What follows belongs to an exercise in optimizing a design on an open flow for small area and a short achievable clock period; a production flow would make more cautious choices.
In this exercise RTL edits were held to simulation tests only and were not proved equivalent to the original.

## alpha
==> flow/design.v (excerpt) <==
module DIv (clock, rst, numerator, denom, div);
  input clock, rst;
  input [63:0] numerator, denom;
  output [63:0] div;
  reg  [63:0] x;
  reg  [5:0]  n;
  genvar gi;
  integer k;
  wire [15:0] nz, hi, ln;
  generate for (gi = 0; gi < 16; gi = gi + 1) begin : g_nz
    assign nz[gi] = |denom[4*gi+3:4*gi];
    if (gi == 15) begin : g_top
      assign hi[gi] = 1'b0;
    end else begin : g_low
      assign hi[gi] = |nz[15:gi+1];
    end
    assign ln[gi] = nz[gi] & ~hi[gi];
  end endgenerate
  wire [71:0] dp = {denom, 8'd0};
  reg [11:0] win;
  reg [3:0] hn;       
  always @(*) begin
    win = 12'd0; hn = 4'd0;
    for (k = 0; k < 16; k = k + 1) begin
      win = win | (dp[4*k +: 12] & {12{ln[k]}});
      hn = hn | ((4'd15 - k[3:0]) & {4{ln[k]}});
    end
  end
  wire c = ~denom[63];
  wire [1:0] lq = win[11] ? 2'd0 : win[10] ? 2'd1 : win[9] ? 2'd2 : 2'd3;
  wire [6:0] w7 = win[11] ? win[10:4] : win[10] ? win[9:3] : win[9] ? win[8:2] : win[7:1];
  wire [15:0] e16;
  wire [7:0] e8;
  generate for (gi = 0; gi < 16; gi = gi + 1) begin : g_e16
    assign e16[gi] = w7[3:0] == gi;
  end endgenerate
  generate for (gi = 0; gi < 8; gi = gi + 1) begin : g_e8
    assign e8[gi] = w7[6:4] == gi;
  end endgenerate
  wire cy = c & (&w7[3:0]);
  wire [15:0] al = c ? {e16[14:0], e16[15]} : e16;
  wire [8:0] ahx = cy ? {e8, 1'b0} : {1'b0, e8};
  wire t3_g0_0 = numerator[1] & numerator[0];
  wire t3_p0_0 = numerator[1] ^ numerator[0];
  wire t3_g0_1 = numerator[2] & numerator[1];
  wire t3_p0_1 = numerator[2] ^ numerator[1];
  wire t3_g0_2 = numerator[3] & numerator[2];
  wire t3_p0_2 = numerator[3] ^ numerator[2];
  wire t3_g0_3 = numerator[4] & numerator[3];
  wire t3_p0_3 = numerator[4] ^ numerator[3];
  wire t3_g0_4 = numerator[5] & numerator[4];
  wire t3_p0_4 = numerator[5] ^ numerator[4];
  wire t3_g0_5 = numerator[6] & numerator[5];
  wire t3_p0_5 = numerator[6] ^ numerator[5];
  wire t3_g0_6 = numerator[7] & numerator[6];
  wire t3_p0_6 = numerator[7] ^ numerator[6];
  wire t3_g0_7 = numerator[8] & numerator[7];
  wire t3_p0_7 = numerator[8] ^ numerator[7];
  wire t3_g0_8 = numerator[9] & numerator[8];
  wire t3_p0_8 = numerator[9] ^ numerator[8];
  wire t3_g0_9 = numerator[10] & numerator[9];
  wire t3_p0_9 = numerator[10] ^ numerator[9];
  wire t3_g0_10 = numerator[11] & numerator[10];
  wire t3_p0_10 = numerator[11] ^ numerator[10];
  ...
For scale: roughly 370 flip-flops, ~190 I/O pins.
Settings: LEC_CHECK=0, CAP_MARGIN=20, CELL_PAD_IN_SITES_DETAIL_PLACEMENT=1, CELL_PAD_IN_SITES_GLOBAL_PLACEMENT=1, CORE_MARGIN=2, CORE_UTILIZATION=40, PLACE_DENSITY=0.45, SETUP_SLACK_MARGIN=5, SLEW_MARGIN=20, SYNTH_HIERARCHICAL=1, SYNTH_MEMORY_MAX_BITS=32768, TNS_END_PERCENT=5; clock period 12.5 ns.
run.sh (not shown) runs the stock make flow with config.mk's settings and CLKGATE_MAP_FILE= SYNTH_SCRIPT=/design/flow/synth_recipe.tcl, a recipe that flattens the netlist after the stock synthesis.
Edits applied to the flow inputs when going from alpha to beta:
==> flow/flow/run.sh (new file) <==
#!/bin/bash
set -euo pipefail
MARGIN=$(cat flow/margin.txt)
sed -E "s/SETUP_SLACK_MARGIN=[^ ]*/SETUP_SLACK_MARGIN=${MARGIN}/" standard.sh > standard_margin.sh
grep -q "SETUP_SLACK_MARGIN=${MARGIN}" standard_margin.sh
bash standard_margin.sh > standard_margin.log 2>&1
==> flow/flow/margin.txt (new file) <==
7
==> flow/standard.sh (new file) <==
#!/bin/bash
# synth_recipe.tcl (not shown) runs the flow's synth.tcl, then flattens the netlist and writes it again
# the make line also repeats each setting of config.mk as NAME=value (left out here)
make -C /OpenROAD-flow-scripts/flow DESIGN_CONFIG=/design/flow/config.mk WORK_HOME=/design/flow/orfs CLKGATE_MAP_FILE= SYNTH_SCRIPT=/design/flow/synth_recipe.tcl "${@:-finish}"
removed: flow/run.sh
Results
- beta vs alpha: post-route worst setup slack up
- beta: detailed-route via count about 2.6% above alpha
- On cell count of the worst reg-to-reg path: beta sits above alpha.
- NOTE: average wire per cell in the routed design in beta exceeds that of alpha
- Going from alpha to beta, area of all placed cells without fillers shows an increase of 3000 um^2; global-route wire length before repair shows an increase of about 3.3%.
- beta | stages: all done | timing, DRC, antenna: all pass

---

== the baseline ==
Another version of the RTL of DIv (not shown whole).
Size in the first run: about 4300 cells after synthesis, ~370 flip-flops, about 46000 um^2 of cells after synthesis.
Design DIv, start of the top module:
module DIv (clock, rst, numerator, denom, div);
  input clock, rst;
  input [63:0] numerator, denom;
  output [63:0] div;
  reg  [63:0] x;
  reg  [5:0]  n;
  genvar gi;
  integer k;
  wire [15:0] nz, hi, ln;
  generate for (gi = 0; gi < 16; gi = gi + 1) begin : g_nz
    assign nz[gi] = |denom[4*gi+3:4*gi];
    if (gi == 15) begin : g_top
      assign hi[gi] = 1'b0;
    end else begin : g_low
      assign hi[gi] = |nz[15:gi+1];
    end
    assign ln[gi] = nz[gi] & ~hi[gi];
  end endgenerate
  wire [71:0] dp = {denom, 8'd0};
  reg [11:0] win;
  reg [3:0] hn;       
  always @(*) begin
    win = 12'd0; hn = 4'd0;
    for (k = 0; k < 16; k = k + 1) begin
      win = win | (dp[4*k +: 12] & {12{ln[k]}});
      hn = hn | ((4'd15 - k[3:0]) & {4{ln[k]}});
    end
  end
  wire c = ~denom[63];
  wire [1:0] lq = win[11] ? 2'd0 : win[10] ? 2'd1 : win[9] ? 2'd2 : 2'd3;
  wire [6:0] w7 = win[11] ? win[10:4] : win[10] ? win[9:3] : win[9] ? win[8:2] : win[7:1];
  wire [15:0] e16;
  wire [7:0] e8;
  generate for (gi = 0; gi < 16; gi = gi + 1) begin : g_e16
    assign e16[gi] = w7[3:0] == gi;
  end endgenerate
  ...
Settings: LEC_CHECK=0, CAP_MARGIN=20, CELL_PAD_IN_SITES_DETAIL_PLACEMENT=1, CELL_PAD_IN_SITES_GLOBAL_PLACEMENT=1, CORE_MARGIN=2, CORE_UTILIZATION=40, PLACE_DENSITY=0.45, SETUP_SLACK_MARGIN=5, SLEW_MARGIN=20, SYNTH_HIERARCHICAL=1, SYNTH_MEMORY_MAX_BITS=32768, TNS_END_PERCENT=5; clock period 12.5 ns.
standard.sh (not shown) runs the stock make flow with config.mk's settings and CLKGATE_MAP_FILE= SYNTH_SCRIPT=/design/flow/synth_recipe.tcl, a recipe that flattens the netlist after the stock synthesis.
==> flow/flow/run.sh <==
#!/bin/bash
set -euo pipefail
MARGIN=$(cat flow/margin.txt)
sed -E "s/SETUP_SLACK_MARGIN=[^ ]*/SETUP_SLACK_MARGIN=${MARGIN}/" standard.sh > standard_margin.sh
grep -q "SETUP_SLACK_MARGIN=${MARGIN}" standard_margin.sh
bash standard_margin.sh > standard_margin.log 2>&1
==> flow/flow/margin.txt <==
7
The baseline went all the way through synthesis, placement and routing and the layout is clean on timing, DRC and antenna.
Setup changes, the baseline to the candidate
==> flow/flow/margin.txt <==
8
- All of the candidate and the baseline finish clean.
- Comparing the candidate and the baseline, the lower number of antenna violations at the first check in global routing was measured on the baseline.
- Delta (the candidate minus the baseline): global-route wire length before repair down 3500 um; count of buffers added by post-CTS timing repair for setup now larger; compound-cell area share of the yosys netlist ~0 delta; wire length on met2 rose by 0.64%; count of cell instances traversed by the critical path shows a reduction of 2.

==> afterwards: timing with drivers on the ports <==
The results above use ideal ports. As a check the final layouts listed here were re-extracted and re-timed, cells and wires unchanged.
Step 1, drivers: a clkbuf_16 drives clock and a buf_2 each remaining input, both assumed.
Step 2 moves the port delays by t, midway between the first and last clock arrival at a register: inputs arrive t later, outputs are due t later. That takes back most of the time a late clock gives input paths.
Slacks: ideal / step 1 / step 2; pairs: ideal / step 1.
| run | t (ns) | setup slack, ns | worst setup path at the end |
|---|---|---|---|
| alpha | 0.720 | 5.339 / 5.339 / 4.846 | input to register |
| beta | 0.722 | 6.754 / 6.754 / 6.181 | input to register |
| the baseline | 0.731 | 6.597 / 6.597 / 6.203 | input to register |
| the candidate | 0.718 | 6.698 / 6.698 / 6.208 | input to register |
After both steps every run listed still meets setup and hold. The setup slack of beta, which loses most, moves by 0.000 ns with the drivers and by -0.573 ns with both steps.
